From an optimization exercise on the open Yosys and OpenROAD flow, aimed at small area, a short achievable clock period and few clock cycles; shortcuts taken in it are not production practice.
Function was checked by simulation only, so behaviour that the tests miss may differ from the original.
Power figures rest on the tool's default switching activity, not on a simulated workload.

### flow/run.sh
#!/bin/bash
# The standard synthesis and layout (standard.sh), with:
#  - ports buffered with buf_4 instead of the library's first buffer;
#  - larger clock-tree sink clusters and no dummy clock loads.
set -o pipefail
bash standard.sh \
  SETUP_SLACK_MARGIN=8.6 \
  MATCH_CELL_FOOTPRINT=0 \
  "BUFFER_PORTS_ARGS=-buffer_cell sky130_fd_sc_hd__buf_4" \
  "CTS_ARGS=-sink_clustering_enable -repair_clock_nets -sink_clustering_size 25 -sink_clustering_max_diameter 80 -dont_use_dummy_load" \
  finish > flow_make.log 2>&1
### standard.sh
#!/bin/bash
# synth_recipe.tcl (not shown) runs the flow's synth.tcl, then flattens the netlist and writes it again
# the make line also repeats each setting of config.mk as NAME=value (left out here)
make -C /OpenROAD-flow-scripts/flow DESIGN_CONFIG=/design/flow/config.mk WORK_HOME=/design/flow/orfs CLKGATE_MAP_FILE= SYNTH_SCRIPT=/design/flow/synth_recipe.tcl "${@:-finish}"
### config.mk
export PLATFORM = sky130hd
export DESIGN_NAME = MipsProcessor
export DESIGN_NICKNAME = MipsProcessor
export VERILOG_FILES = /design/flow/design.v
export SDC_FILE = /design/flow/constraint.sdc
export NUM_CORES = 8
export LEC_CHECK = 0
export CAP_MARGIN = 20
export CORE_MARGIN = 2
export CORE_UTILIZATION = 60
export PLACE_DENSITY = 0.7
export SLEW_MARGIN = 20
export SYNTH_HIERARCHICAL = 1
### constraint.sdc
create_clock -name core_clock -period 12.0 [get_ports {clk}]
set_input_delay 2.4000 -clock core_clock [delete_from_list [all_inputs] [get_ports {clk}]]
set_output_delay 2.4000 -clock core_clock [all_outputs]
set_load 0.01 [all_outputs]
### design.v
module IfDecode(input [5:0] op, output jt, jal, jr);
	assign jt  = !op[5] && op[0] && !op[3] && (!op[1] || op[2]);    
	assign jal = !op[5] && op[2] && !op[3];
	assign jr  = !op[5] && op[1] && !op[2];
endmodule
module Controller(input [5:0] op, func, input jal, output rtype, useimm, regwrite, memread, memwrite, beq,
                  rdrs, rdrt, sub, andop, orop, slt);
	wire addi = !jal && !op[5] && op[3] && !op[4];
	wire slti = !jal && op[5] && op[0];
	wire lw   = !jal && op[5] && op[2] && !op[1];
	wire sw   = !jal && op[5] && op[1] && !op[0];
	assign beq    = !jal && !op[5] && op[4];
	assign rtype  = !jal && !op[5] && !op[0];
	assign useimm = addi || slti || lw || sw || jal;
	assign regwrite = rtype || addi || slti || lw || jal;
	assign memread  = lw;
	assign memwrite = sw;
	assign rdrs = rtype || addi || slti || lw || sw || beq;
	assign rdrt = rtype || sw || beq;
	assign sub   = rtype && func[4];
	assign andop = rtype && func[3];
	assign orop  = rtype && func[2];
	assign slt   = (rtype && func[1]) || slti;
endmodule
module HazardUnit(input d_valid, rdrs, rdrt, input [4:0] rs, rt, input e_memread, input [4:0] e_rd, output stall);
	assign stall = d_valid && e_memread && ((rdrs && rs == e_rd) || (rdrt && rt == e_rd));
endmodule
module ForwardUnit(input e_regwrite, input [4:0] e_rd, rs, rt, input jal, output fa, ft);
	assign fa = e_regwrite && (e_rd == rs) && !jal;
	assign ft = e_regwrite && (e_rd == rt);
endmodule
module RegFile(input clk, we, input [4:0] wa, input [31:0] wd, input [31:1] s1, s2,
               output [31:0] rd1_n, rd2_n);
	wire [32*31-1:0] q;
	wire [31:1] wsel;
	Dec5 My_WDec(.a(wa), .en(we), .y(wsel));
	genvar k;
	generate
		for (k = 1; k < 32; k = k + 1) begin : r
			reg [31:0] v;
			always @(posedge clk)
				if (wsel[k])
					v <= wd;
			assign q[(k-1)*32 +: 32] = v;
		end
	endgenerate
	ReadPort My_RP1(.s(s1), .q(q), .y_n(rd1_n));
	ReadPort My_RP2(.s(s2), .q(q), .y_n(rd2_n));
endmodule
module Dec5(input [4:0] a, input en, output [31:1] y);
	genvar k;
	generate
		for (k = 1; k < 32; k = k + 1) begin : d
			assign y[k] = en && (a == k);
		end
	endgenerate
endmodule
module ReadPort(input [31:1] s, input [32*31-1:0] q, output [31:0] y_n);
	genvar b, g;
	generate
		for (b = 0; b < 32; b = b + 1) begin : bt
			wire [10:0] n;
			wire [2:0] t;
			for (g = 0; g < 10; g = g + 1) begin : grp
				C_AOI222 My_G(.a1(s[3*g+1]), .a2(q[(3*g)*32 + b]), .b1(s[3*g+2]), .b2(q[(3*g+1)*32 + b]),
				              .c1(s[3*g+3]), .c2(q[(3*g+2)*32 + b]), .y(n[g]));
			end
			C_NAND2 My_G10(.a(s[31]), .b(q[30*32 + b]), .y(n[10]));
			C_NAND4 My_T0(.a(n[0]), .b(n[1]), .c(n[2]), .d(n[3]), .y(t[0]));
			C_NAND4 My_T1(.a(n[4]), .b(n[5]), .c(n[6]), .d(n[7]), .y(t[1]));
			C_NAND3 My_T2(.a(n[8]), .b(n[9]), .c(n[10]), .y(t[2]));
			C_NOR3 My_Y(.a(t[0]), .b(t[1]), .c(t[2]), .y(y_n[b]));
		end
	endgenerate
endmodule
module BrCmp(input [31:0] a_n, b_n, input go, output taken);
	assign taken = go && (a_n == b_n);
endmodule
module ALU(input [31:0] m, ea, eb, input [16:0] imm, input fa, ra, fb, rb, ib, sub, ssum, andop, orop, slt,
           output [31:0] out);
	wire [31:0] a_n, b_n, bx_n, g0, p0, o0, s;
	genvar i;
	generate
		for (i = 0; i < 32; i = i + 1) begin : op
			C_AOI22 My_A(.a1(fa), .a2(m[i]), .b1(ra), .b2(ea[i]), .y(a_n[i]));
			if (i < 17) begin : lo
				C_AOI222 My_B(.a1(fb), .a2(m[i]), .b1(rb), .b2(eb[i]), .c1(ib), .c2(imm[i]), .y(b_n[i]));
			end else begin : hi
				C_AOI22 My_B(.a1(fb), .a2(m[i]), .b1(rb), .b2(eb[i]), .y(b_n[i]));
			end
			C_XOR2 My_X(.a(b_n[i]), .b(sub), .y(bx_n[i]));
			C_NOR2 My_G(.a(a_n[i]), .b(bx_n[i]), .y(g0[i]));
			C_XOR2 My_P(.a(a_n[i]), .b(bx_n[i]), .y(p0[i]));
			C_NAND2 My_O(.a(a_n[i]), .b(bx_n[i]), .y(o0[i]));
		end
	endgenerate
	wire pg_1;
	C_AOI21 My_AOI21_2(.a1(p0[0]), .a2(sub), .b1(g0[0]), .y(pg_1));
	wire pi_3;
	C_INV My_INV_4(.a(pg_1), .y(pi_3));
	wire pg_5;
	C_AOI21 My_AOI21_6(.a1(p0[1]), .a2(pi_3), .b1(g0[1]), .y(pg_5));
	wire pg_7;
	C_AOI21 My_AOI21_8(.a1(p0[3]), .a2(g0[2]), .b1(g0[3]), .y(pg_7));
	wire pp_9;
	C_NAND2 My_NAND2_10(.a(p0[3]), .b(p0[2]), .y(pp_9));
	wire pg_11;
	C_AOI21 My_AOI21_12(.a1(p0[5]), .a2(g0[4]), .b1(g0[5]), .y(pg_11));
	wire pp_13;
	C_NAND2 My_NAND2_14(.a(p0[5]), .b(p0[4]), .y(pp_13));
	wire pg_15;
	C_AOI21 My_AOI21_16(.a1(p0[7]), .a2(g0[6]), .b1(g0[7]), .y(pg_15));
	wire pp_17;
	C_NAND2 My_NAND2_18(.a(p0[7]), .b(p0[6]), .y(pp_17));
	wire pg_19;
	C_AOI21 My_AOI21_20(.a1(p0[9]), .a2(g0[8]), .b1(g0[9]), .y(pg_19));
	wire pp_21;
	C_NAND2 My_NAND2_22(.a(p0[9]), .b(p0[8]), .y(pp_21));
	wire pg_23;
	C_AOI21 My_AOI21_24(.a1(p0[11]), .a2(g0[10]), .b1(g0[11]), .y(pg_23));
	wire pp_25;
	C_NAND2 My_NAND2_26(.a(p0[11]), .b(p0[10]), .y(pp_25));
	wire pg_27;
	C_AOI21 My_AOI21_28(.a1(p0[13]), .a2(g0[12]), .b1(g0[13]), .y(pg_27));
	wire pp_29;
	C_NAND2 My_NAND2_30(.a(p0[13]), .b(p0[12]), .y(pp_29));
	wire pg_31;
	C_AOI21 My_AOI21_32(.a1(p0[15]), .a2(g0[14]), .b1(g0[15]), .y(pg_31));
	wire pp_33;
	C_NAND2 My_NAND2_34(.a(p0[15]), .b(p0[14]), .y(pp_33));
	wire pg_35;
	C_AOI21 My_AOI21_36(.a1(p0[17]), .a2(g0[16]), .b1(g0[17]), .y(pg_35));
	wire pp_37;
	C_NAND2 My_NAND2_38(.a(p0[17]), .b(p0[16]), .y(pp_37));
	wire pg_39;
	C_AOI21 My_AOI21_40(.a1(p0[19]), .a2(g0[18]), .b1(g0[19]), .y(pg_39));
	wire pp_41;
	C_NAND2 My_NAND2_42(.a(p0[19]), .b(p0[18]), .y(pp_41));
	wire pg_43;
	C_AOI21 My_AOI21_44(.a1(p0[21]), .a2(g0[20]), .b1(g0[21]), .y(pg_43));
	wire pp_45;
	C_NAND2 My_NAND2_46(.a(p0[21]), .b(p0[20]), .y(pp_45));
	wire pg_47;
	C_AOI21 My_AOI21_48(.a1(p0[23]), .a2(g0[22]), .b1(g0[23]), .y(pg_47));
	wire pp_49;
	C_NAND2 My_NAND2_50(.a(p0[23]), .b(p0[22]), .y(pp_49));
	wire pg_51;
	C_AOI21 My_AOI21_52(.a1(p0[25]), .a2(g0[24]), .b1(g0[25]), .y(pg_51));
	wire pp_53;
	C_NAND2 My_NAND2_54(.a(p0[25]), .b(p0[24]), .y(pp_53));
	wire pg_55;
	C_AOI21 My_AOI21_56(.a1(p0[27]), .a2(g0[26]), .b1(g0[27]), .y(pg_55));
	wire pp_57;
	C_NAND2 My_NAND2_58(.a(p0[27]), .b(p0[26]), .y(pp_57));
	wire pg_59;
	C_AOI21 My_AOI21_60(.a1(p0[29]), .a2(g0[28]), .b1(g0[29]), .y(pg_59));
	wire pp_61;
	C_NAND2 My_NAND2_62(.a(p0[29]), .b(p0[28]), .y(pp_61));
	wire pg_63;
	C_AOI21 My_AOI21_64(.a1(p0[31]), .a2(g0[30]), .b1(g0[31]), .y(pg_63));
	wire pp_65;
	C_NAND2 My_NAND2_66(.a(p0[31]), .b(p0[30]), .y(pp_65));
	wire pg_67;
	C_OAI21 My_OAI21_68(.a1(pp_9), .a2(pg_5), .b1(pg_7), .y(pg_67));
	wire pg_69;
	C_OAI21 My_OAI21_70(.a1(pp_17), .a2(pg_11), .b1(pg_15), .y(pg_69));
	wire pp_71;
	C_NOR2 My_NOR2_72(.a(pp_17), .b(pp_13), .y(pp_71));
	wire pg_73;
	C_OAI21 My_OAI21_74(.a1(pp_25), .a2(pg_19), .b1(pg_23), .y(pg_73));
	wire pp_75;
	C_NOR2 My_NOR2_76(.a(pp_25), .b(pp_21), .y(pp_75));
	wire pg_77;
	C_OAI21 My_OAI21_78(.a1(pp_33), .a2(pg_27), .b1(pg_31), .y(pg_77));
	wire pp_79;
	C_NOR2 My_NOR2_80(.a(pp_33), .b(pp_29), .y(pp_79));
	wire pg_81;
	C_OAI21 My_OAI21_82(.a1(pp_41), .a2(pg_35), .b1(pg_39), .y(pg_81));
	wire pp_83;
	C_NOR2 My_NOR2_84(.a(pp_41), .b(pp_37), .y(pp_83));
	wire pg_85;
	C_OAI21 My_OAI21_86(.a1(pp_49), .a2(pg_43), .b1(pg_47), .y(pg_85));
	wire pp_87;
	C_NOR2 My_NOR2_88(.a(pp_49), .b(pp_45), .y(pp_87));
	wire pg_89;
	C_OAI21 My_OAI21_90(.a1(pp_57), .a2(pg_51), .b1(pg_55), .y(pg_89));
	wire pp_91;
	C_NOR2 My_NOR2_92(.a(pp_57), .b(pp_53), .y(pp_91));
	wire pg_93;
	C_OAI21 My_OAI21_94(.a1(pp_65), .a2(pg_59), .b1(pg_63), .y(pg_93));
	wire pp_95;
	C_NOR2 My_NOR2_96(.a(pp_65), .b(pp_61), .y(pp_95));
	wire pg_97;
	C_AOI21 My_AOI21_98(.a1(pp_71), .a2(pg_67), .b1(pg_69), .y(pg_97));
	wire pg_99;
	C_AOI21 My_AOI21_100(.a1(pp_79), .a2(pg_73), .b1(pg_77), .y(pg_99));
	wire pp_101;
	C_NAND2 My_NAND2_102(.a(pp_79), .b(pp_75), .y(pp_101));
	wire pg_103;
	C_AOI21 My_AOI21_104(.a1(pp_87), .a2(pg_81), .b1(pg_85), .y(pg_103));
	wire pp_105;
	C_NAND2 My_NAND2_106(.a(pp_87), .b(pp_83), .y(pp_105));
	wire pg_107;
	C_AOI21 My_AOI21_108(.a1(pp_95), .a2(pg_89), .b1(pg_93), .y(pg_107));
	wire pp_109;
	C_NAND2 My_NAND2_110(.a(pp_95), .b(pp_91), .y(pp_109));
	wire pg_111;
	C_OAI21 My_OAI21_112(.a1(pp_101), .a2(pg_97), .b1(pg_99), .y(pg_111));
	wire pg_113;
	C_OAI21 My_OAI21_114(.a1(pp_109), .a2(pg_103), .b1(pg_107), .y(pg_113));
	wire pp_115;
	C_NOR2 My_NOR2_116(.a(pp_109), .b(pp_105), .y(pp_115));
	wire pg_117;
	C_AOI21 My_AOI21_118(.a1(pp_115), .a2(pg_111), .b1(pg_113), .y(pg_117));
	wire pi_119;
	C_INV My_INV_120(.a(pg_111), .y(pi_119));
	wire pg_121;
	C_OAI21 My_OAI21_122(.a1(pp_105), .a2(pi_119), .b1(pg_103), .y(pg_121));
	wire pi_123;
	C_INV My_INV_124(.a(pg_97), .y(pi_123));
	wire pg_125;
	C_AOI21 My_AOI21_126(.a1(pp_75), .a2(pi_123), .b1(pg_73), .y(pg_125));
	wire pg_127;
	C_AOI21 My_AOI21_128(.a1(pp_83), .a2(pg_111), .b1(pg_81), .y(pg_127));
	wire pg_129;
	C_AOI21 My_AOI21_130(.a1(pp_91), .a2(pg_121), .b1(pg_89), .y(pg_129));
	wire pi_131;
	C_INV My_INV_132(.a(pg_67), .y(pi_131));
	wire pg_133;
	C_OAI21 My_OAI21_134(.a1(pp_13), .a2(pi_131), .b1(pg_11), .y(pg_133));
	wire pg_135;
	C_OAI21 My_OAI21_136(.a1(pp_21), .a2(pg_97), .b1(pg_19), .y(pg_135));
	wire pg_137;
	C_OAI21 My_OAI21_138(.a1(pp_29), .a2(pg_125), .b1(pg_27), .y(pg_137));
	wire pg_139;
	C_OAI21 My_OAI21_140(.a1(pp_37), .a2(pi_119), .b1(pg_35), .y(pg_139));
	wire pg_141;
	C_OAI21 My_OAI21_142(.a1(pp_45), .a2(pg_127), .b1(pg_43), .y(pg_141));
	wire pi_143;
	C_INV My_INV_144(.a(pg_121), .y(pi_143));
	wire pg_145;
	C_OAI21 My_OAI21_146(.a1(pp_53), .a2(pi_143), .b1(pg_51), .y(pg_145));
	wire pg_147;
	C_OAI21 My_OAI21_148(.a1(pp_61), .a2(pg_129), .b1(pg_59), .y(pg_147));
	wire pi_149;
	C_INV My_INV_150(.a(pg_5), .y(pi_149));
	wire pg_151;
	C_AOI21 My_AOI21_152(.a1(p0[2]), .a2(pi_149), .b1(g0[2]), .y(pg_151));
	wire pg_153;
	C_AOI21 My_AOI21_154(.a1(p0[4]), .a2(pg_67), .b1(g0[4]), .y(pg_153));
	wire pg_155;
	C_AOI21 My_AOI21_156(.a1(p0[6]), .a2(pg_133), .b1(g0[6]), .y(pg_155));
	wire pg_157;
	C_AOI21 My_AOI21_158(.a1(p0[8]), .a2(pi_123), .b1(g0[8]), .y(pg_157));
	wire pg_159;
	C_AOI21 My_AOI21_160(.a1(p0[10]), .a2(pg_135), .b1(g0[10]), .y(pg_159));
	wire pi_161;
	C_INV My_INV_162(.a(pg_125), .y(pi_161));
	wire pg_163;
	C_AOI21 My_AOI21_164(.a1(p0[12]), .a2(pi_161), .b1(g0[12]), .y(pg_163));
	wire pg_165;
	C_AOI21 My_AOI21_166(.a1(p0[14]), .a2(pg_137), .b1(g0[14]), .y(pg_165));
	wire pg_167;
	C_AOI21 My_AOI21_168(.a1(p0[16]), .a2(pg_111), .b1(g0[16]), .y(pg_167));
	wire pg_169;
	C_AOI21 My_AOI21_170(.a1(p0[18]), .a2(pg_139), .b1(g0[18]), .y(pg_169));
	wire pi_171;
	C_INV My_INV_172(.a(pg_127), .y(pi_171));
	wire pg_173;
	C_AOI21 My_AOI21_174(.a1(p0[20]), .a2(pi_171), .b1(g0[20]), .y(pg_173));
	wire pg_175;
	C_AOI21 My_AOI21_176(.a1(p0[22]), .a2(pg_141), .b1(g0[22]), .y(pg_175));
	wire pg_177;
	C_AOI21 My_AOI21_178(.a1(p0[24]), .a2(pg_121), .b1(g0[24]), .y(pg_177));
	wire pg_179;
	C_AOI21 My_AOI21_180(.a1(p0[26]), .a2(pg_145), .b1(g0[26]), .y(pg_179));
	wire pi_181;
	C_INV My_INV_182(.a(pg_129), .y(pi_181));
	wire pg_183;
	C_AOI21 My_AOI21_184(.a1(p0[28]), .a2(pi_181), .b1(g0[28]), .y(pg_183));
	wire pg_185;
	C_AOI21 My_AOI21_186(.a1(p0[30]), .a2(pg_147), .b1(g0[30]), .y(pg_185));
	C_XNOR2 My_XNOR2_187(.a(p0[1]), .b(pg_1), .y(s[1]));
	C_XNOR2 My_XNOR2_188(.a(p0[2]), .b(pg_5), .y(s[2]));
	C_XNOR2 My_XNOR2_189(.a(p0[3]), .b(pg_151), .y(s[3]));
	C_XOR2 My_XOR2_190(.a(p0[4]), .b(pg_67), .y(s[4]));
	C_XNOR2 My_XNOR2_191(.a(p0[5]), .b(pg_153), .y(s[5]));
	C_XOR2 My_XOR2_192(.a(p0[6]), .b(pg_133), .y(s[6]));
	C_XNOR2 My_XNOR2_193(.a(p0[7]), .b(pg_155), .y(s[7]));
	C_XNOR2 My_XNOR2_194(.a(p0[8]), .b(pg_97), .y(s[8]));
	C_XNOR2 My_XNOR2_195(.a(p0[9]), .b(pg_157), .y(s[9]));
	C_XOR2 My_XOR2_196(.a(p0[10]), .b(pg_135), .y(s[10]));
	C_XNOR2 My_XNOR2_197(.a(p0[11]), .b(pg_159), .y(s[11]));
	C_XNOR2 My_XNOR2_198(.a(p0[12]), .b(pg_125), .y(s[12]));
	C_XNOR2 My_XNOR2_199(.a(p0[13]), .b(pg_163), .y(s[13]));
	C_XOR2 My_XOR2_200(.a(p0[14]), .b(pg_137), .y(s[14]));
	C_XNOR2 My_XNOR2_201(.a(p0[15]), .b(pg_165), .y(s[15]));
	C_XOR2 My_XOR2_202(.a(p0[16]), .b(pg_111), .y(s[16]));
	C_XNOR2 My_XNOR2_203(.a(p0[17]), .b(pg_167), .y(s[17]));
	C_XOR2 My_XOR2_204(.a(p0[18]), .b(pg_139), .y(s[18]));
	C_XNOR2 My_XNOR2_205(.a(p0[19]), .b(pg_169), .y(s[19]));
	C_XNOR2 My_XNOR2_206(.a(p0[20]), .b(pg_127), .y(s[20]));
	C_XNOR2 My_XNOR2_207(.a(p0[21]), .b(pg_173), .y(s[21]));
	C_XOR2 My_XOR2_208(.a(p0[22]), .b(pg_141), .y(s[22]));
	C_XNOR2 My_XNOR2_209(.a(p0[23]), .b(pg_175), .y(s[23]));
	C_XOR2 My_XOR2_210(.a(p0[24]), .b(pg_121), .y(s[24]));
	C_XNOR2 My_XNOR2_211(.a(p0[25]), .b(pg_177), .y(s[25]));
	C_XOR2 My_XOR2_212(.a(p0[26]), .b(pg_145), .y(s[26]));
	C_XNOR2 My_XNOR2_213(.a(p0[27]), .b(pg_179), .y(s[27]));
	C_XNOR2 My_XNOR2_214(.a(p0[28]), .b(pg_129), .y(s[28]));
	C_XNOR2 My_XNOR2_215(.a(p0[29]), .b(pg_183), .y(s[29]));
	C_XOR2 My_XOR2_216(.a(p0[30]), .b(pg_147), .y(s[30]));
	C_XNOR2 My_XNOR2_217(.a(p0[31]), .b(pg_185), .y(s[31]));
	wire lt_218;
	assign lt_218 = pg_117;
	wire lt = lt_218;
	C_XOR2 My_XOR2_219(.a(p0[0]), .b(sub), .y(s[0]));
	wire [31:0] lg;
	assign lg = ({32{andop}} & g0) | ({32{orop}} & o0);
	generate
		for (i = 1; i < 32; i = i + 1) begin : rs
			C_A21O My_R(.a1(ssum), .a2(s[i]), .b1(lg[i]), .y(out[i]));
		end
	endgenerate
	wire r0;
	C_A21O My_R0(.a1(ssum), .a2(s[0]), .b1(lg[0]), .y(r0));
	C_A21O My_R0s(.a1(slt), .a2(lt), .b1(r0), .y(out[0]));
endmodule
module C_INV(input a, output y);
	assign y = !a;
endmodule
module C_NAND2(input a, b, output y);
	assign y = !(a && b);
endmodule
module C_NOR2(input a, b, output y);
	assign y = !(a || b);
endmodule
module C_XOR2(input a, b, output y);
	assign y = a ^ b;
endmodule
module C_XNOR2(input a, b, output y);
	assign y = !(a ^ b);
endmodule
module C_NAND3(input a, b, c, output y);
	assign y = !(a && b && c);
endmodule
module C_NAND4(input a, b, c, d, output y);
	assign y = !(a && b && c && d);
endmodule
module C_NOR3(input a, b, c, output y);
	assign y = !(a || b || c);
endmodule
module C_AOI21(input a1, a2, b1, output y);
	assign y = !((a1 && a2) || b1);
endmodule
module C_OAI21(input a1, a2, b1, output y);
	assign y = !((a1 || a2) && b1);
endmodule
module C_A21O(input a1, a2, b1, output y);
	assign y = (a1 && a2) || b1;
endmodule
module C_AOI22(input a1, a2, b1, b2, output y);
	assign y = !((a1 && a2) || (b1 && b2));
endmodule
module C_AOI222(input a1, a2, b1, b2, c1, c2, output y);
	assign y = !((a1 && a2) || (b1 && b2) || (c1 && c2));
endmodule
module C_MUX2(input a0, a1, s, output y);
	assign y = s ? a1 : a0;
endmodule
module MipsProcessor(input clk, rst, output [31:0] imem_addr, input [31:0] imem_data,
                     output [31:0] dmem_addr, dmem_wdata, output dmem_we, dmem_re, input [31:0] dmem_rdata);
	reg  [31:0] pc;
	wire [31:0] pc1 = pc + 32'd1;
	wire [31:0] pc2 = {pc[31:1] + 31'd1, pc[0]};
	wire [5:0]  iop = imem_data[31:26];
	wire if_jt, if_jal, if_jr;
	IfDecode My_IfDecode(.op(iop), .jt(if_jt), .jal(if_jal), .jr(if_jr));
	wire stall, br_taken;
	wire [31:0] br_target;
	wire [31:0] pc_seq = if_jt ? {pc1[31:26], imem_data[25:0]} : (if_jr ? pc2 : pc1);
	wire [31:0] pc_hold = stall ? pc : pc_seq;
	wire [31:0] pc_next;
	genvar i;
	generate
		for (i = 0; i < 32; i = i + 1) begin : pcm
			C_MUX2 My_M(.a0(pc_hold[i]), .a1(br_target[i]), .s(br_taken), .y(pc_next[i]));
		end
	endgenerate
	always @(posedge clk, posedge rst) begin
		if (rst)
			pc <= 32'd0;
		else
			pc <= pc_next;
	end
	assign imem_addr = pc;
	reg        d_valid;
	reg        d_jal;
	reg [31:0] d_w;
	always @(posedge clk, posedge rst) begin
		if (rst)
			d_valid <= 1'b0;
		else
			d_valid <= !br_taken && (stall ? d_valid : 1'b1);
	end
	reg [31:1] d_s1, d_s2;
	wire [31:1] n_s1, n_s2;
	Dec5 My_SDec1(.a(stall ? d_w[25:21] : imem_data[25:21]), .en(1'b1), .y(n_s1));
	Dec5 My_SDec2(.a(stall ? d_w[20:16] : imem_data[20:16]), .en(1'b1), .y(n_s2));
	always @(posedge clk) begin
		d_s1 <= n_s1;
		d_s2 <= n_s2;
	end
	always @(posedge clk) begin
		if (!stall) begin
			d_jal <= if_jal;
			d_w   <= if_jal ? pc1 : imem_data;
		end
	end
	wire [4:0] d_rs = d_w[25:21];
	wire [4:0] d_rt = d_w[20:16];
	wire [4:0] d_rd = d_w[15:11];
	wire c_rtype, c_useimm, c_regwrite, c_memread, c_memwrite, c_beq, c_rdrs, c_rdrt, c_sub, c_and, c_or, c_slt;
	Controller My_Controller(.op(d_w[31:26]), .func(d_w[5:0]), .jal(d_jal), .rtype(c_rtype), .useimm(c_useimm),
	                         .regwrite(c_regwrite), .memread(c_memread), .memwrite(c_memwrite), .beq(c_beq),
	                         .rdrs(c_rdrs), .rdrt(c_rdrt), .sub(c_sub), .andop(c_and), .orop(c_or), .slt(c_slt));
	wire [4:0] d_dst = d_jal ? 5'd31 : (c_rtype ? d_rd : d_rt);
	wire        m_regwrite;
	wire [4:0]  m_rd;
	wire [31:0] m_wd;
	wire [31:0] rf1_n, rf2_n;
	RegFile My_RegFile(.clk(clk), .we(m_regwrite), .wa(m_rd), .wd(m_wd), .s1(d_s1), .s2(d_s2), .rd1_n(rf1_n), .rd2_n(rf2_n));
	wire byp1 = m_regwrite && (m_rd == d_rs);
	wire byp2 = m_regwrite && (m_rd == d_rt);
	wire [31:0] opa = d_jal ? d_w : (byp1 ? m_wd : ~rf1_n);
	wire [31:0] opb = byp2 ? m_wd : ~rf2_n;
	BrCmp My_BrCmp(.a_n(rf1_n), .b_n(rf2_n), .go(d_valid && c_beq), .taken(br_taken));
	assign br_target = pc + {15'd0, d_w[15], d_w[15:0]};
	reg        e_regwrite, e_memread, e_memwrite;
	reg [4:0]  e_rd;
	HazardUnit My_HazardUnit(.d_valid(d_valid), .rdrs(c_rdrs), .rdrt(c_rdrt), .rs(d_rs), .rt(d_rt),
	                         .e_memread(e_memread), .e_rd(e_rd), .stall(stall));
	wire fa, ft;
	ForwardUnit My_ForwardUnit(.e_regwrite(e_regwrite), .e_rd(e_rd), .rs(d_rs), .rt(d_rt), .jal(d_jal), .fa(fa), .ft(ft));
	reg [31:0] e_a, e_b;
	reg [16:0] e_imm;
	reg        e_fa, e_ra, e_fb, e_rb, e_ib, e_ft;
	reg        e_sub, e_ssum, e_and, e_or, e_slt;
	wire d_go = d_valid && !stall;
	always @(posedge clk, posedge rst) begin
		if (rst) begin
			e_regwrite <= 1'b0; e_memread <= 1'b0; e_memwrite <= 1'b0;
		end else begin
			e_regwrite <= d_go && c_regwrite && (d_dst != 5'd0);
			e_memread  <= d_go && c_memread;
			e_memwrite <= d_go && c_memwrite;
		end
	end
	always @(posedge clk) begin
		e_rd   <= d_dst;
		e_a    <= opa;
		e_b    <= opb;
		e_imm  <= {d_w[15], d_w[15:0]};
		e_fa   <= fa;
		e_ra   <= !fa;
		e_ft   <= ft;
		e_fb   <= ft && !c_useimm;
		e_rb   <= !ft && !c_useimm;
		e_ib   <= c_useimm && !d_jal;
		e_sub  <= c_sub | c_slt;
		e_ssum <= !(c_and | c_or | c_slt);
		e_and  <= c_and;
		e_or   <= c_or;
		e_slt  <= c_slt;
	end
	reg [31:0] m_res, m_sd;
	wire [31:0] sd = e_ft ? m_res : e_b;
	wire [31:0] res;
	ALU My_ALU(.m(m_res), .ea(e_a), .eb(e_b), .imm(e_imm), .fa(e_fa), .ra(e_ra), .fb(e_fb), .rb(e_rb), .ib(e_ib),
	           .sub(e_sub), .ssum(e_ssum), .andop(e_and), .orop(e_or), .slt(e_slt), .out(res));
	reg m_regwrite_r, m_memread, m_memwrite;
	reg [4:0] m_rd_r;
	always @(posedge clk, posedge rst) begin
		if (rst) begin
			m_regwrite_r <= 1'b0; m_memread <= 1'b0; m_memwrite <= 1'b0;
		end else begin
			m_regwrite_r <= e_regwrite; m_memread <= e_memread; m_memwrite <= e_memwrite;
		end
	end
	always @(posedge clk) begin
		m_rd_r <= e_rd;
		m_res  <= res;
		m_sd   <= sd;
	end
	assign m_regwrite = m_regwrite_r;
	assign m_rd = m_rd_r;
	assign m_wd = m_memread ? dmem_rdata : m_res;
	assign dmem_addr  = m_res;
	assign dmem_wdata = m_sd;
	assign dmem_we    = m_memwrite;
	assign dmem_re    = m_memread;
endmodule
==> out/qor.csv, run 1 <==
stage;metric;value;unit
status;outcome;timing/DRC/antenna clean;
detailed_routing;drt via density;7.99;
setup_path;Slowest Stage Delay on Critical Path;600;ps
detailed_routing;total number of vias;43458;
hold_path;Hold Crit Class;flip-flop to flip-flop;
floorplanning;core area;0.0915;sq mm
setup_path;RR Startpoint;d_s1[13];
synthesis;Synth async-reset ratio;0.0302;
finish;layout cell share with drive strength beyond 1;0.254;
hold_path;Hold Path Depth;0;
pwr;P_leak;21.2;nW
synthesis;post-synthesis compound-gate area fraction;0.172;
detailed_routing;WL per Instance;39.3;um
clock_network;H-Tree Depth;2;
hold_path;Hold Startpoint;e_memwrite;
sta;Worst Tran Pin Value;1090;ps
synthesis;Simple-Gate Fraction of Synth Area;0.0831;
setup_path;Critical Path Fanout Max;32;
setup_path;CP max-delay cell;nand4_1;
synthesis;top-area cell type share of the netlist area;0.557;
synthesis;number of flops mapped to enable cells by yosys;1025;
synthesis;post-synthesis adder-cell area fraction;0.00466;
clock_network;CTS root buffer;clkbuf_16;
global_routing;Total GRT Usage;0.440;
synthesis;leading area contributor after synthesis;edfxtp_1;
clock_network;clk sinks;1291;
floorplanning;die height;307;um
finish;post-route cell area;0.0639;sq mm
sta;Finish-stage setup viols;0;
floorplanning;io pins;164;
global_routing;first-pass GRT wire length;294000;um
synthesis;Mean Syn Cell Area;14.6;sq um
clock_network;total CTS buffers;61;
floorplanning;die footprint;0.0946;sq mm
setup_path;R2R Path End;pc[17];
pwr;peak supply drop;181;uV
synthesis;main combinational cell family by area after synthesis;compound AO/OA/AOI/OAI gates;
synthesis;top_reg_cell synth;edfxtp_1;
sta;hold_ws;357;ps
synthesis;Post-Syn Instances;3774;
sta;slew margin rel.;0.256;
setup_path;Crit. End Element;flip-flop;
synthesis;Ys Warns;8;
setup_path;reg2reg setup slack;8110;ps
sta;post-route minimum period;3890;ps
synthesis;top post-synthesis cells by area;edfxtp_1, a222oi_1, dfxtp_1;
hold_path;Worst Hold End;m_memwrite;
sta;fin. max-slew vios;0;
sta;unrepaired setup endpoints after global routing;true;
setup_path;Crit path required time;12550;ps
placed_design;Placement Cell Area;0.0588;sq mm
global_routing;Overflow after GRT;0;
clock_network;CTS Buffer Depth;3;
clock_network;clk slew on worst S/H paths;100;ps
synthesis;XOR/XNOR Fraction of Synth Area;0.0355;
floorplanning;Initial Util;0.604;
finish;Area Overhead vs Synth;15.6;%
global_routing;vias in the first global route;41302;
detailed_routing;first drt pass iteration count;14;
setup_path;worst path arrival time;4440;ps
synthesis;Mapped Area;0.0553;sq mm
setup_path;Worst setup SP type;flip-flop;
placed_design;IO buf count;163;
detailed_routing;DR DRC count;0;
pwr;Pwr Total;0.0113;W
setup_path;Reg2Reg Depth;11;
placed_design;Final HPWL DP;119000;um
sta;final hold viol count;0;
detailed_routing;Initial DRC Count;10801;
sta;Max Fclk;257;MHz
finish;most common cell after layout, fill and taps aside;edfxtp_1;
finish;commonest non-fill, non-tap cells in the layout;edfxtp_1, a222oi_1, buf_4, nand2_1, nor2_1;
placed_design;placer congestion estimate;0.947;
detailed_routing;Routed Antenna Nets;0;
clock_network;Clock Latency Late Sink;730;ps
detailed_routing;final WL;214000;um
pwr;Pwr Density;177;mW/mm^2
run;max-cap viol count;0;
global_routing;pin count of the biggest net entering global routing;81;
synthesis;post-synthesis sequential area ratio;0.657;
synthesis;synthesized flop and latch total;1291;
setup_path;crit-path most repeated cell;nor3_4;
setup_path;critical path type;flip-flop to flip-flop;
finish;fin nets;4340;
sta;Final Cycle Share;0.324;
synthesis;mux cell area share after synthesis;0.0363;
sta;Fin Setup TNS;0;ps
synthesis;Cell variety after synth;75;
floorplanning;cell row count;111;
floorplanning;die width;307;um
sta;Final Skew;65.9;ps
clock_network;CTS tree;built;
setup_path;crit-path cells;buf_8 -> a222oi_1 -> nand4_1 -> nor3_4 -> xor2_1 -> nor4_2 -> nand3_1 -> nor3_4 -> buf_6 -> clkbuf_16 -> mux2_4;
global_routing;antenna violations before repair;3;
state kept, by name, summed over array words and instances (netlist names), 5 cells and up:
signal,cells
e_a,32
d_s2,31
e_rd,5
m_sd,32
d_w,32
d_s1,31
pc,32
m_rd_r,5
e_b,32
m_res,32
My_RegFile.r.v,992
e_imm,16
final cells by class:
class / count / area [sq um]
Antenna cell: 3 / 7.51
Clock buffer: 61 / 1530
Fill cell: 6230 / 27600
Inverter: 65 / 345
Multi-Input combinational cell: 2346 / 19500
Sequential cell: 1291 / 36600
Tap cell: 1186 / 1480
Timing Repair Buffer: 466 / 4330
Timing Repair inverter: 23 / 160
power by group:
group	internal (W)	switching, W
logic	0.00111	0.00214
clock network	0.000902	0.00135
registers	0.00559	0.000241
total	0.00760	0.00373
critical path: cells and delay by family, from the launching register on:
kind / cells / cell delay, ps
xor+xnor: 1 / 160
flops: 1 / 330
compound gates: 1 / 470
simple gates: 5 / 1810
mux: 1 / 320
buf+inv: 3 / 620
Yosys cell counts, drive strengths merged (5+ instances only):
| master | number |
|---|---|
| xnor2 | 78 |
| xor2 | 146 |
| nand2b | 10 |
| nor4 | 18 |
| edfxtp | 1025 |
| nand4 | 150 |
| nand4b | 9 |
| a222oi | 657 |
| ha | 19 |
| inv | 65 |
| nand3 | 92 |
| clkbuf | 58 |
| nor3 | 86 |
| o22ai | 8 |
| mux2 | 108 |
| a211oi | 6 |
| a22oi | 49 |
| dfrtp | 39 |
| a211o | 8 |
| or3 | 5 |
| and4 | 6 |
| a21o | 40 |
| nor3b | 5 |
| nor2b | 11 |
| and2 | 9 |
| a21oi | 121 |
| and3 | 17 |
| nor2 | 211 |
| dfxtp | 227 |
| buf | 31 |
| or2 | 8 |
| a22o | 32 |
| nand4bb | 9 |
| mux2i | 67 |
| o21ai | 87 |
| a31oi | 10 |
| nand2 | 197 |
through the flow:
| step | util | cells | worst slack (ps) |
|---|---|---|---|
| floorplan | - | 3789 | 8100 |
| global placement | 0.643 | 5160 | 7480 |
| detailed placement | 0.643 | 5161 | 7470 |
| CTS | 0.690 | 5394 | 8260 |
| global route | 0.698 | 5438 | 8120 |
| finish | 0.698 | 5441 | 8110 |
metal layers:
layer | GRT usage | up-vias | share of wire
met3 | 0.176 | 929 | 0.18
met2 | 0.627 | 4295 | 0.41
met1 | 0.568 | 21002 | 0.32
met4 | 0.260 | 6 | 0.077
met5 | 0.0103 | - | 0.0013
li1 | - | 17226 | -
cell families after synthesis:
group / after synthesis
xor gates and xnor gates: 224
other: 1
DFF: 1291
adders and majority gates: 20
buffers and inverters: 154
AOI/OAI and AO/OA: 1054
and+or+nand+nor: 855
muxes: 175
Yosys stat by module (local to each module, per instance), a selection:
module    area [sq um]  cells  copies in the design
C_OAI21           5.00      1                    18
C_MUX2            15.0      1                    32
C_AOI222          10.0      1                   657
C_XOR2            8.76      1                    75
C_AOI21           8.76      1                    40
C_A21O            7.51      1                    33
C_NAND3           5.00      1                    64
worst max-delay path by stage:
stage / endpoint / slack (ps) / from
after global placement: My_RegFile.r[13].v[22] / 7480 / dmem_rdata[22]
after global routing: pc[17] / 8120 / d_s1[13]
after CTS: dmem_re / 8260 / m_memread
final: pc[17] / 8110 / d_s1[13]
after floorplan: pc[20] / 8100 / imem_data[28]
after detailed placement: pc[28] / 7470 / imem_data[29]
repair_timing:
action                     4_1_cts  5_1_grt
setup endpoints to repair      777      471
gates cloned                    26        5
setup buffers                  146       35
pin swaps                      126       70
hold buffers                     0        0
gates resized for setup        426       77
Testbench counts, summed over its fixed seeds: cycles 49,457.
==> run 2: changes to the inputs <==
--- a/design.v
+++ b/design.v
@@ -31,3 +31,3 @@
 endmodule
-module RegFile(input clk, we, input [4:0] wa, input [31:0] wd, input [31:1] s1, s2,
+module RegFile(input clk, we, input [4:0] wa, input [31:0] wd_a, wd_b, input [31:1] s1, s2,
                output [31:0] rd1_n, rd2_n);
@@ -42,3 +42,3 @@
 				if (wsel[k])
-					v <= wd;
+					v <= (k < 16) ? wd_a : wd_b;
 			assign q[(k-1)*32 +: 32] = v;
@@ -75,4 +75,21 @@
 endmodule
-module BrCmp(input [31:0] a_n, b_n, input go, output taken);
-	assign taken = go && (a_n == b_n);
+module BrCmp(input [31:0] a_n, b_n, input go_n, output [4:0] taken);
+	wire [31:0] ne;
+	wire [7:0] z;
+	wire [1:0] y;
+	genvar i;
+	generate
+		for (i = 0; i < 32; i = i + 1) begin : x
+			C_XOR2 My_X(.a(a_n[i]), .b(b_n[i]), .y(ne[i]));
+		end
+		for (i = 0; i < 8; i = i + 1) begin : l1
+			C_NOR4 My_Z(.a(ne[4*i]), .b(ne[4*i+1]), .c(ne[4*i+2]), .d(ne[4*i+3]), .y(z[i]));
+		end
+		for (i = 0; i < 2; i = i + 1) begin : l2
+			C_NAND4 My_Y(.a(z[4*i]), .b(z[4*i+1]), .c(z[4*i+2]), .d(z[4*i+3]), .y(y[i]));
+		end
+		for (i = 0; i < 5; i = i + 1) begin : l3
+			C_NOR3 My_T(.a(y[0]), .b(y[1]), .c(go_n), .y(taken[i]));
+		end
+	endgenerate
 endmodule
@@ -352,2 +369,5 @@
 endmodule
+module C_NOR4(input a, b, c, d, output y);
+	assign y = !(a || b || c || d);
+endmodule
 module C_AOI21(input a1, a2, b1, output y);
@@ -373,4 +393,5 @@
 	reg  [31:0] pc;
-	wire [31:0] pc1 = pc + 32'd1;
-	wire [31:0] pc2 = {pc[31:1] + 31'd1, pc[0]};
+	wire [31:1] inc = pc[31:1] + 31'd1;
+	wire [31:0] pc1 = pc[0] ? {inc, 1'b0} : {pc[31:1], 1'b1};
+	wire [31:0] pc2 = {inc, pc[0]};
 	wire [5:0]  iop = imem_data[31:26];
@@ -378,3 +399,4 @@
 	IfDecode My_IfDecode(.op(iop), .jt(if_jt), .jal(if_jal), .jr(if_jr));
-	wire stall, br_taken;
+	wire stall;
+	wire [4:0] br_taken;    
 	wire [31:0] br_target;
@@ -386,3 +408,3 @@
 		for (i = 0; i < 32; i = i + 1) begin : pcm
-			C_MUX2 My_M(.a0(pc_hold[i]), .a1(br_target[i]), .s(br_taken), .y(pc_next[i]));
+			C_MUX2 My_M(.a0(pc_hold[i]), .a1(br_target[i]), .s(br_taken[i/8]), .y(pc_next[i]));
 		end
@@ -397,3 +419,2 @@
 	reg        d_valid;
-	reg        d_jal;
 	reg [31:0] d_w;
@@ -403,3 +424,3 @@
 		else
-			d_valid <= !br_taken && (stall ? d_valid : 1'b1);
+			d_valid <= !br_taken[4] && (stall ? d_valid : 1'b1);
 	end
@@ -414,6 +435,4 @@
 	always @(posedge clk) begin
-		if (!stall) begin
-			d_jal <= if_jal;
-			d_w   <= if_jal ? pc1 : imem_data;
-		end
+		if (!stall)
+			d_w <= {imem_data[31:26], if_jal ? pc1[25:0] : imem_data[25:0]};
 	end
@@ -422,2 +441,3 @@
 	wire [4:0] d_rd = d_w[15:11];
+	wire d_jal = !d_w[31] && d_w[28] && !d_w[29];
 	wire c_rtype, c_useimm, c_regwrite, c_memread, c_memwrite, c_beq, c_rdrs, c_rdrt, c_sub, c_and, c_or, c_slt;
@@ -429,10 +449,10 @@
 	wire [4:0]  m_rd;
-	wire [31:0] m_wd;
+	wire [31:0] m_wd, m_wd_b;
 	wire [31:0] rf1_n, rf2_n;
-	RegFile My_RegFile(.clk(clk), .we(m_regwrite), .wa(m_rd), .wd(m_wd), .s1(d_s1), .s2(d_s2), .rd1_n(rf1_n), .rd2_n(rf2_n));
+	RegFile My_RegFile(.clk(clk), .we(m_regwrite), .wa(m_rd), .wd_a(m_wd), .wd_b(m_wd_b), .s1(d_s1), .s2(d_s2), .rd1_n(rf1_n), .rd2_n(rf2_n));
 	wire byp1 = m_regwrite && (m_rd == d_rs);
 	wire byp2 = m_regwrite && (m_rd == d_rt);
-	wire [31:0] opa = d_jal ? d_w : (byp1 ? m_wd : ~rf1_n);
+	wire [31:0] opa = d_jal ? {pc[31:26], d_w[25:0]} : (byp1 ? m_wd : ~rf1_n);
 	wire [31:0] opb = byp2 ? m_wd : ~rf2_n;
-	BrCmp My_BrCmp(.a_n(rf1_n), .b_n(rf2_n), .go(d_valid && c_beq), .taken(br_taken));
+	BrCmp My_BrCmp(.a_n(rf1_n), .b_n(rf2_n), .go_n(!(d_valid && c_beq)), .taken(br_taken));
 	assign br_target = pc + {15'd0, d_w[15], d_w[15:0]};
@@ -445,3 +465,3 @@
 	reg [31:0] e_a, e_b;
-	reg [16:0] e_imm;
+	reg [15:0] e_imm;
 	reg        e_fa, e_ra, e_fb, e_rb, e_ib, e_ft;
@@ -462,3 +482,3 @@
 		e_b    <= opb;
-		e_imm  <= {d_w[15], d_w[15:0]};
+		e_imm  <= d_w[15:0];
 		e_fa   <= fa;
@@ -478,3 +498,3 @@
 	wire [31:0] res;
-	ALU My_ALU(.m(m_res), .ea(e_a), .eb(e_b), .imm(e_imm), .fa(e_fa), .ra(e_ra), .fb(e_fb), .rb(e_rb), .ib(e_ib),
+	ALU My_ALU(.m(m_res), .ea(e_a), .eb(e_b), .imm({e_imm[15], e_imm}), .fa(e_fa), .ra(e_ra), .fb(e_fb), .rb(e_rb), .ib(e_ib),
 	           .sub(e_sub), .ssum(e_ssum), .andop(e_and), .orop(e_or), .slt(e_slt), .out(res));
@@ -489,3 +509,5 @@
 	end
+	reg m_re_o;
 	always @(posedge clk) begin
+		m_re_o <= e_memread;
 		m_rd_r <= e_rd;
@@ -496,3 +518,8 @@
 	assign m_rd = m_rd_r;
-	assign m_wd = m_memread ? dmem_rdata : m_res;
+	generate
+		for (i = 0; i < 32; i = i + 1) begin : wdm
+			C_MUX2 My_WA(.a0(m_res[i]), .a1(dmem_rdata[i]), .s(m_memread), .y(m_wd[i]));
+			C_MUX2 My_WB(.a0(m_res[i]), .a1(dmem_rdata[i]), .s(m_memread), .y(m_wd_b[i]));
+		end
+	endgenerate
 	assign dmem_addr  = m_res;
@@ -500,3 +527,3 @@
 	assign dmem_we    = m_memwrite;
-	assign dmem_re    = m_memread;
+	assign dmem_re    = m_re_o;
 endmodule
--- a/flow/run.sh
+++ b/flow/run.sh
@@ -6,3 +6,3 @@
 bash standard.sh \
-  SETUP_SLACK_MARGIN=8.6 \
+  SETUP_SLACK_MARGIN=8.3 \
   MATCH_CELL_FOOTPRINT=0 \
==> out/qor.csv, run 2 <==
stage;metric;value;unit
status;outcome;timing/DRC/antenna clean;
sta;Final Skew;50.2;ps
detailed_routing;first drt pass iteration count;15;
finish;max reg flops;992;
pwr;peak supply drop;140;uV
finish;Core Util, Final;0.673;
clock_network;clk slew on worst S/H paths;90;ps
finish;area taken by multi-input logic gates;0.0192;sq mm
floorplanning;die width;308;um
synthesis;number of flops mapped to enable cells by yosys;1024;
synthesis;Ys Warns;8;
sta;final hold viol count;0;
clock_network;Clock Latency Late Sink;690;ps
clock_network;cts hold-fix bufs;0;
synthesis;Mean Syn Cell Area;14.6;sq um
synthesis;post-synthesis sequential area ratio;0.654;
floorplanning;core area;0.0917;sq mm
sta;post-route minimum period;3780;ps
setup_path;critical path type;flip-flop to flip-flop;
sta;slew margin rel.;0.0412;
global_routing;Total GRT Usage;0.424;
clock_network;CTS tree;built;
synthesis;top post-synthesis cells by area;edfxtp_1, a222oi_1, dfxtp_1;
hold_path;Hold Crit Class;flip-flop to flip-flop;
global_routing;Overflow after GRT;0;
pwr;Pwr Density;173;mW/mm^2
finish;Register Area;0.0365;sq mm
placed_design;Placement Cell Area;0.0591;sq mm
synthesis;Post-synth top cells;edfxtp_1, a222oi_1, nor2_1;
finish;Fill cells;6506;
run;max-cap viol count;0;
sta;Worst Tran Pin Value;1420;ps
detailed_routing;Initial DRC Count;9585;
floorplanning;Initial Util;0.605;
synthesis;leading area contributor after synthesis;edfxtp_1;
clock_network;total CTS buffers;60;
sta;Final Cycle Share;0.315;
pwr;P_leak;20.8;nW
placed_design;Final HPWL DP;121000;um
clock_network;clk sinks;1291;
floorplanning;die height;308;um
synthesis;Cell variety after synth;82;
detailed_routing;Routed Antenna Nets;0;
finish;Area Overhead vs Synth;11.3;%
finish;layout cell share with drive strength beyond 1;0.218;
finish;Reg with most FFs;My_RegFile.r.v;
placed_design;placer congestion estimate;0.955;
detailed_routing;DR DRC count;0;
detailed_routing;final WL;206000;um
setup_path;worst path arrival time;4310;ps
finish;fin nets;4230;
setup_path;Crit. End Element;flip-flop;
global_routing;antenna violations before repair;8;
synthesis;Mapped Area;0.0555;sq mm
synthesis;top-area cell type share of the netlist area;0.554;
floorplanning;cell row count;111;
detailed_routing;drt via density;7.91;
setup_path;Critical Path Fanout Max;18;
global_routing;first-pass GRT wire length;284000;um
clock_network;CTS root buffer;clkbuf_16;
sta;final worst slack;8220;ps
synthesis;Synth async-reset ratio;0.0302;
synthesis;Post-Syn Instances;3791;
clock_network;CTS Buffer Depth;3;
synthesis;synthesized flop and latch total;1291;
sta;Finish-stage setup viols;0;
sta;Max Fclk;264;MHz
global_routing;pin count of the biggest net entering global routing;72;
finish;post-route cell area;0.0617;sq mm
sta;fin. max-slew vios;0;
setup_path;Worst setup SP type;flip-flop;
sta;unrepaired setup endpoints after global routing;true;
detailed_routing;WL per Instance;38.5;um
detailed_routing;total number of vias;42165;
synthesis;top_reg_cell synth;edfxtp_1;
placed_design;IO buf count;163;
sta;Fin Setup TNS;0;ps
setup_path;Crit path required time;12530;ps
placed_design;Placed Cells;5189;
finish;most common cell after layout, fill and taps aside;edfxtp_1;
finish;final std cells w/o fill;5333;
placed_design;pre-CTS WS;7180;ps
finish;commonest non-fill, non-tap cells in the layout;edfxtp_1, a222oi_1, buf_4, nand2_1, nor2_1;
floorplanning;die footprint;0.0949;sq mm
clock_network;H-Tree Depth;2;
floorplanning;io pins;164;
synthesis;most frequent cell after synthesis;edfxtp_1;
global_routing;vias in the first global route;39757;
## run 2: cell count changes after synthesis, sizes merged, moves of 7 or more
cell | before | now
nand2 | 197 | 233
inv | 65 | 32
a211o | 8 | 0
xnor2 | 78 | 71
a21oi | 121 | 145
o21ai | 87 | 122
buf | 31 | 23
nor2 | 211 | 243
mux2 | 108 | 134
mux2i | 67 | 9
nand3 | 92 | 83
## run 2: path summary, 6_finish.rpt
kind | slack (ps) | start | cells past startpoint | endpoint
worst max-delay path | 8220 | d_s2[7] | 11 | pc[21]
worst min-delay path | 370 | e_memwrite | 0 | m_memwrite
worst max register to register | 8220 | d_s2[7] | 11 | pc[21]
worst min register to register | 370 | e_memwrite | 0 | m_memwrite
max in group asynchronous | 9360 | rst | 2 | m_memread
min in group asynchronous | 1960 | rst | 2 | pc[26]
## run 2: final cells by class
type | count | share of cell area
Multi-Input combinational cell | 2400 | 0.311
Sequential cell | 1291 | 0.591
Clock buffer | 60 | 0.0243
Timing Repair Buffer | 360 | 0.0477
Inverter | 32 | 0.00195
Antenna cell | 4 | 0.000162
Tap cell | 1186 | 0.0240
## run 2: modules after synthesis, one instance, submodules excluded, excerpt
| module | cell area (sq um) | cells | flops+latches |
|---|---|---|---|
| C_MUX2 | 15.0 | 1 | 0 |
| RegFile | 29800 | 992 | 992 |
| HazardUnit | 119 | 15 | 0 |
| C_NAND4 | 6.26 | 1 | 0 |
| C_AOI21 | 8.76 | 1 | 0 |
| MipsProcessor | 11200 | 1109 | 299 |
| C_AOI222 | 10.0 | 1 | 0 |
| ALU | 350 | 38 | 0 |
| C_NOR4 | 12.5 | 1 | 0 |
| C_NOR2 | 3.75 | 1 | 0 |
| C_A21O | 7.51 | 1 | 0 |
| C_NOR3 | 10.0 | 1 | 0 |
| C_AOI22 | 12.5 | 1 | 0 |
| Controller | 170 | 27 | 0 |
## run 2: timing repair
| action | in CTS | in global routing |
|---|---|---|
| pin swaps | 19 | 44 |
| setup buffers | 52 | 24 |
| setup endpoints to repair | 171 | 53 |
| resized for setup | 109 | 50 |
| gates cloned | 1 | 2 |
## run 2: cells by family after synthesis
kind of cell,Yosys count,synth area share
adders and majority gates,19,0.00442
buffers and inverters,115,0.00898
xor gates and xnor gates,223,0.0352
AOI/OAI and AO/OA,1097,0.175
DFF,1291,0.654
muxes,143,0.0353
other,1,0.0000676
and+or+nand+nor,902,0.0873
## run 2: critical path, cell delays in order (launching register included)
cell,delay [ps]
dfxtp_4,440
buf_4,260
a222oi_1,380
nand4_1,470
nor3_4,390
xor2_1,120
nor4_2,420
nand4_1,170
buf_6,200
nor3_4,260
buf_12,180
mux2_4,300
## run 2: metrics by stage
step	hold WS [ps]	total power [W]
after floorplan	331	0.00724
after global placement	351	0.00824
after detailed placement	336	0.00827
after CTS	371	0.0105
after global routing	378	0.0109
final	370	0.0107
## run 2: routing by layer
| layer | vias to the layer above | global-route usage | part of all wire |
|---|---|---|---|
| met3 | 847 | 0.157 | 0.17 |
| met4 | 14 | 0.277 | 0.084 |
| met5 | - | 0 | 0.0010 |
| met1 | 20296 | 0.531 | 0.32 |
| met2 | 3992 | 0.619 | 0.42 |
| li1 | 17016 | - | - |
## run 2: report_power, final
part	switching (W)	internal [W]	leakage (nW)
registers	0.000312	0.00556	11.7
logic	0.00171	0.000893	8.36
clock network	0.00132	0.000889	0.739
total	0.00334	0.00734	20.8
Testbench counts of run 2, summed over its fixed seeds: cycles 49,457.
==> run 3: changes to the inputs <==
==> flow/run.sh (replaced) <==
#!/bin/bash
# The standard synthesis and layout (standard.sh), with:
#  - ports buffered with buf_4 instead of the library's first buffer;
#  - larger clock-tree sink clusters and no dummy clock loads;
#  - after global routing, cells with ample slack are downsized (flow/downsize.tcl).
set -o pipefail
bash standard.sh \
  SETUP_SLACK_MARGIN=8.45 \
  MATCH_CELL_FOOTPRINT=0 \
  "BUFFER_PORTS_ARGS=-buffer_cell sky130_fd_sc_hd__buf_4" \
  "CTS_ARGS=-sink_clustering_enable -repair_clock_nets -sink_clustering_size 25 -sink_clustering_max_diameter 80 -dont_use_dummy_load" \
  POST_GLOBAL_ROUTE_TCL=$PWD/flow/post_grt.tcl \
  finish > flow_make.log 2>&1
==> flow/downsize.tcl (new file) <==
# Area recovery: replace cells by smaller sizes of the same function where the
# timing through them stays well above the design's worst setup slack.
# Runs inside ORFS (after global route repair); parasitics from global routing.
proc ds_smaller_cells { lc } {
  set name [get_property $lc name]
  if {![regexp {^(sky130_fd_sc_hd__[a-z0-9]+)_([0-9]+)$} $name -> base sz]} { return {} }
  set a [get_property $lc area]
  set out {}
  foreach c [get_lib_cells */${base}_*] {
    set cn [get_property $c name]
    if {[get_property $c dont_use]} continue
    set ca [get_property $c area]
    if {$ca < $a} { lappend out [list $ca $c] }
  }
  return [lsort -real -index 0 $out]
}
proc ds_inst_slack { inst } {
  set sl 1e9
  foreach p [get_pins -of $inst] {
    set s [get_property $p slack_max]
    if {$s ne "INF" && $s < $sl} { set sl $s }
  }
  return $sl
}
proc ds_viol {} {
  return [expr {[sta::max_slew_violation_count] + [sta::max_capacitance_violation_count]}]
}
proc downsize_all { guard } {
  set wns [worst_slack -max]
  set v0 [ds_viol]
  set thr [expr {$wns + $guard}]
  puts "downsize: worst slack $wns, keeping instance slack above $thr"
  set saved 0; set n 0
  set cands {}
  foreach inst [get_cells *] {
    set lc [get_lib_cells -of $inst]
    if {$lc eq "NULL" || $lc eq ""} continue
    set cn [get_property $lc name]
    if {[string match "*clkbuf*" $cn] || [string match "*clkinv*" $cn] || [string match "*tap*" $cn] || [string match "*fill*" $cn] || [string match "*decap*" $cn] || [string match "*dly*" $cn]} continue
    set sm [ds_smaller_cells $lc]
    if {[llength $sm] == 0} continue
    set sl [ds_inst_slack $inst]
    if {$sl < $thr + 0.05} continue
    lappend cands [list $sl $inst]
  }
  # most slack first
  foreach c [lsort -real -decreasing -index 0 $cands] {
    set inst [lindex $c 1]
    set lc [get_lib_cells -of $inst]
    set a0 [get_property $lc area]
    foreach s [ds_smaller_cells $lc] {
      set nc [lindex $s 1]
      replace_cell $inst $nc
      if {[ds_inst_slack $inst] >= $thr && [worst_slack -max] >= $wns - 1e-4 && [ds_viol] <= $v0} {
        set saved [expr {$saved + $a0 - [lindex $s 0]}]
        incr n
        break
      } else {
        replace_cell $inst $lc
      }
    }
  }
  puts "downsize: resized $n instances, saved [format %.1f $saved] um2, worst slack now [worst_slack -max]"
}
==> flow/post_grt.tcl (new file) <==
# After the global-route timing repair: recover area from cells on paths
# with ample slack (see downsize.tcl).
source [file join [file dirname [info script]] downsize.tcl]
downsize_all 0.10
==> out/qor.csv, run 3 <==
stage;metric;value;unit
synthesis;post-synthesis sequential area ratio;0.654;
synthesis;Post-synth top cells;edfxtp_1, a222oi_1, nor2_1;
placed_design;Final HPWL DP;122000;um
synthesis;top post-synthesis cells by area;edfxtp_1, a222oi_1, dfxtp_1;
detailed_routing;Top Layer Used;met5;
clock_network;CTS tree;built;
detailed_routing;drt via density;7.96;
placed_design;placer congestion estimate;0.950;
run;max-cap viol count;3;
setup_path;worst path arrival time;5770;ps
global_routing;antenna violations before repair;9;
sta;Worst Tran Pin Value;2160;ps
global_routing;Overflow after GRT;0;
synthesis;Ys Warns;8;
global_routing;vias in the first global route;40533;
clock_network;# Post-CTS Setup Buffers;103;
synthesis;Mapped Area;0.0555;sq mm
setup_path;crit-path most repeated cell;o21ai_0;
setup_path;critical path type;flip-flop to flip-flop;
sta;fin. max-slew vios;106;
status;failed layout checks;max-capacitance violations, max-slew violations;
finish;Core Util, Final;0.647;
sta;Final Cycle Share;0.430;
clock_network;CTS resizes;298;
finish;max reg flops;992;
finish;most common cell after layout, fill and taps aside;edfxtp_1;
floorplanning;io pins;164;
floorplanning;core area;0.0917;sq mm
detailed_routing;total number of vias;42813;
floorplanning;cell row count;111;
clock_network;CTS Buffer Depth;3;
setup_path;Critical Path Fanout Max;32;
setup_path;Slowest Stage Delay on Critical Path;1340;ps
detailed_routing;Routed Antenna Nets;0;
sta;final hold viol count;0;
synthesis;Mean Syn Cell Area;14.6;sq um
status;outcome;complete, but fails checks;
clock_network;cts hold-fix bufs;0;
detailed_routing;DR DRC count;0;
sta;Fin Setup TNS;0;ps
setup_path;top cell family by delay on the critical path;compound AO/OA/AOI/OAI gates;
detailed_routing;met3 wire length;34800;um
clock_network;clk sinks;1291;
clock_network;CTS root buffer;clkbuf_16;
detailed_routing;first drt pass iteration count;17;
clock_network;clk slew on worst S/H paths;90;ps
detailed_routing;met2 wire length;88300;um
finish;fin nets;4273;
global_routing;Total GRT Usage;0.434;
synthesis;synthesized flop and latch total;1291;
synthesis;top-area cell type share of the netlist area;0.554;
synthesis;top_reg_cell synth;edfxtp_1;
setup_path;crit-path cells;buf_1 -> a22oi_1 -> xor2_1 -> a21oi_1 -> inv_1 -> a21oi_4 -> o21ai_2 -> a21oi_4 -> o21ai_0 -> inv_1 -> o21ai_0 -> a21oi_2 -> o21ai_0 -> a21oi_1 -> xnor2_1 -> a21o_1;
finish;Area Overhead vs Synth;6.87;%
setup_path;Buffers & Inverters on Critical Path;3;
finish;layout cell share with drive strength beyond 1;0.0805;
synthesis;leading area contributor after synthesis;edfxtp_1;
synthesis;Post-Syn Instances;3791;
placed_design;IO buf count;163;
synthesis;number of flops mapped to enable cells by yosys;1024;
detailed_routing;Initial DRC Count;9875;
pwr;P_leak;19.7;nW
sta;post-route minimum period;5160;ps
clock_network;H-Tree Depth;2;
clock_network;total CTS buffers;60;
global_routing;first-pass GRT wire length;291000;um
floorplanning;die footprint;0.0949;sq mm
setup_path;CP max-delay cell;buf_1;
setup_path;Worst setup SP type;flip-flop;
sta;Max Fclk;194;MHz
setup_path;Crit. End Element;flip-flop;
synthesis;most frequent cell after synthesis;edfxtp_1;
floorplanning;die width;308;um
sta;Finish-stage setup viols;0;
synthesis;Synth async-reset ratio;0.0302;
pwr;peak supply drop;143;uV
detailed_routing;final WL;210000;um
detailed_routing;WL per Instance;39.1;um
sta;slew margin rel.;-0.442;
synthesis;Cell variety after synth;82;
finish;commonest non-fill, non-tap cells in the layout;edfxtp_1, a222oi_1, buf_1, nor2_1, nand2_1;
global_routing;pin count of the biggest net entering global routing;72;
floorplanning;Initial Util;0.605;
clock_network;Clock Latency Late Sink;750;ps
sta;Final Skew;105;ps
finish;Reg with most FFs;My_RegFile.r.v;
floorplanning;die height;308;um
pwr;Pwr Density;177;mW/mm^2
setup_path;Crit path required time;12610;ps
detailed_routing;M1 WL;69000;um
hold_path;Hold Crit Class;flip-flop to flip-flop;
finish;Fill cells;7114;
==> run 3: final timing paths <==
path                            depth (start not counted)    endpoint  slack, ps        from
worst max-delay path                                   16   m_res[31]       6840        e_fa
worst min-delay path                                    0  m_memwrite        370  e_memwrite
worst max register to register                         16   m_res[31]       6840        e_fa
worst min register to register                          0  m_memwrite        370  e_memwrite
max in group asynchronous                               2      pc[23]       9440         rst
min in group asynchronous                               2      pc[27]       1890         rst
==> run 3: cell type report <==
cell class	count	area [sq um]	share of cell area
Sequential cell	1291	36400	0.613
Multi-Input combinational cell	2400	17600	0.297
Timing Repair Buffer	403	2180	0.0368
Clock buffer	60	1500	0.0253
Tap cell	1186	1480	0.0250
Inverter	32	120	0.00203
Antenna cell	4	10.0	0.000169
==> run 3: cell families after synthesis <==
family,count (synthesis),share of synthesized area
flip-flops,1291,0.654
AO/OA/AOI/OAI,1097,0.175
AND/OR/NAND/NOR,902,0.0873
XOR/XNOR,223,0.0352
multiplexers,143,0.0353
buffers and inverters,115,0.00898
adder cells (fa/ha/maj),19,0.00442
other,1,0.0000676
==> run 3: worst reg2reg max path, delay by kind of cell (launching register included) <==
kind | cells | cell delay, ps
buf+inv | 3 | 1620
flops | 1 | 310
xor+xnor | 2 | 470
compound gates | 11 | 2670
==> run 3: power by group <==
| group | switching (W) | internal, W |
|---|---|---|
| registers | 0.000261 | 0.00555 |
| logic | 0.00175 | 0.000669 |
| clock network | 0.00136 | 0.000888 |
==> run 3: metrics by stage <==
stage / cell area, sq um / setup WS [ps] / total power (W) / instances / hold slack, ps
2_1_floorplan: 55600 / 8140 / 0.00724 / 3806 / 331
6_report: 59300 / 6840 / 0.0105 / 5376 / 366
4_1_cts: 62300 / 8210 / 0.0107 / 5351 / 375
3_3_place_gp: 59000 / 7340 / 0.00823 / 5186 / 336
3_5_place_dp: 59000 / 7300 / 0.00827 / 5186 / 351
==> run 3: Yosys stat by module, one instance, submodules excluded, a selection <==
| module | cells | area (sq um) |
|---|---|---|
| C_NAND2 | 1 | 3.75 |
| C_AOI21 | 1 | 8.76 |
| C_MUX2 | 1 | 15.0 |
| C_XNOR2 | 1 | 8.76 |
| IfDecode | 5 | 35.0 |
| C_NAND4 | 1 | 6.26 |
| C_NOR2 | 1 | 3.75 |
| RegFile | 992 | 29800 |
| Controller | 27 | 170 |
==> run 3: metal layers <==
| metal | vias up | global-route usage |
|---|---|---|
| met5 | - | 0 |
| met1 | 20650 | 0.552 |
| met3 | 908 | 0.152 |
| met2 | 4128 | 0.631 |
| li1 | 17117 | - |
| met4 | 10 | 0.284 |

## re-timing with driven ports
Ports are ideal in the flow. The routed layouts listed here were re-timed in OpenROAD. Step 1 assumes that a clkbuf_16 drives the clock port and a buf_2 every other input. Step 2 times the ports against the registers' clock, not the clock port: input delays grow and output delays shrink by t, the midpoint of the rising clock arrivals with the driver on. a / b / c = ideal ports / drivers / drivers and shift; a / b = the first two.
run	t, ns	setup slack, ns	worst setup path at the end	pins driven straight from the clock port
run 1	0.765	8.111 / 8.111 / 7.519	input to register	1
run 2	0.739	8.219 / 8.203 / 7.564	input to register	1
run 3	0.773	6.839 / 6.839 / 6.839	register to register	1
The setup slack of run 2, which loses most, moves by -0.016 ns with the drivers and by -0.655 ns with both steps.
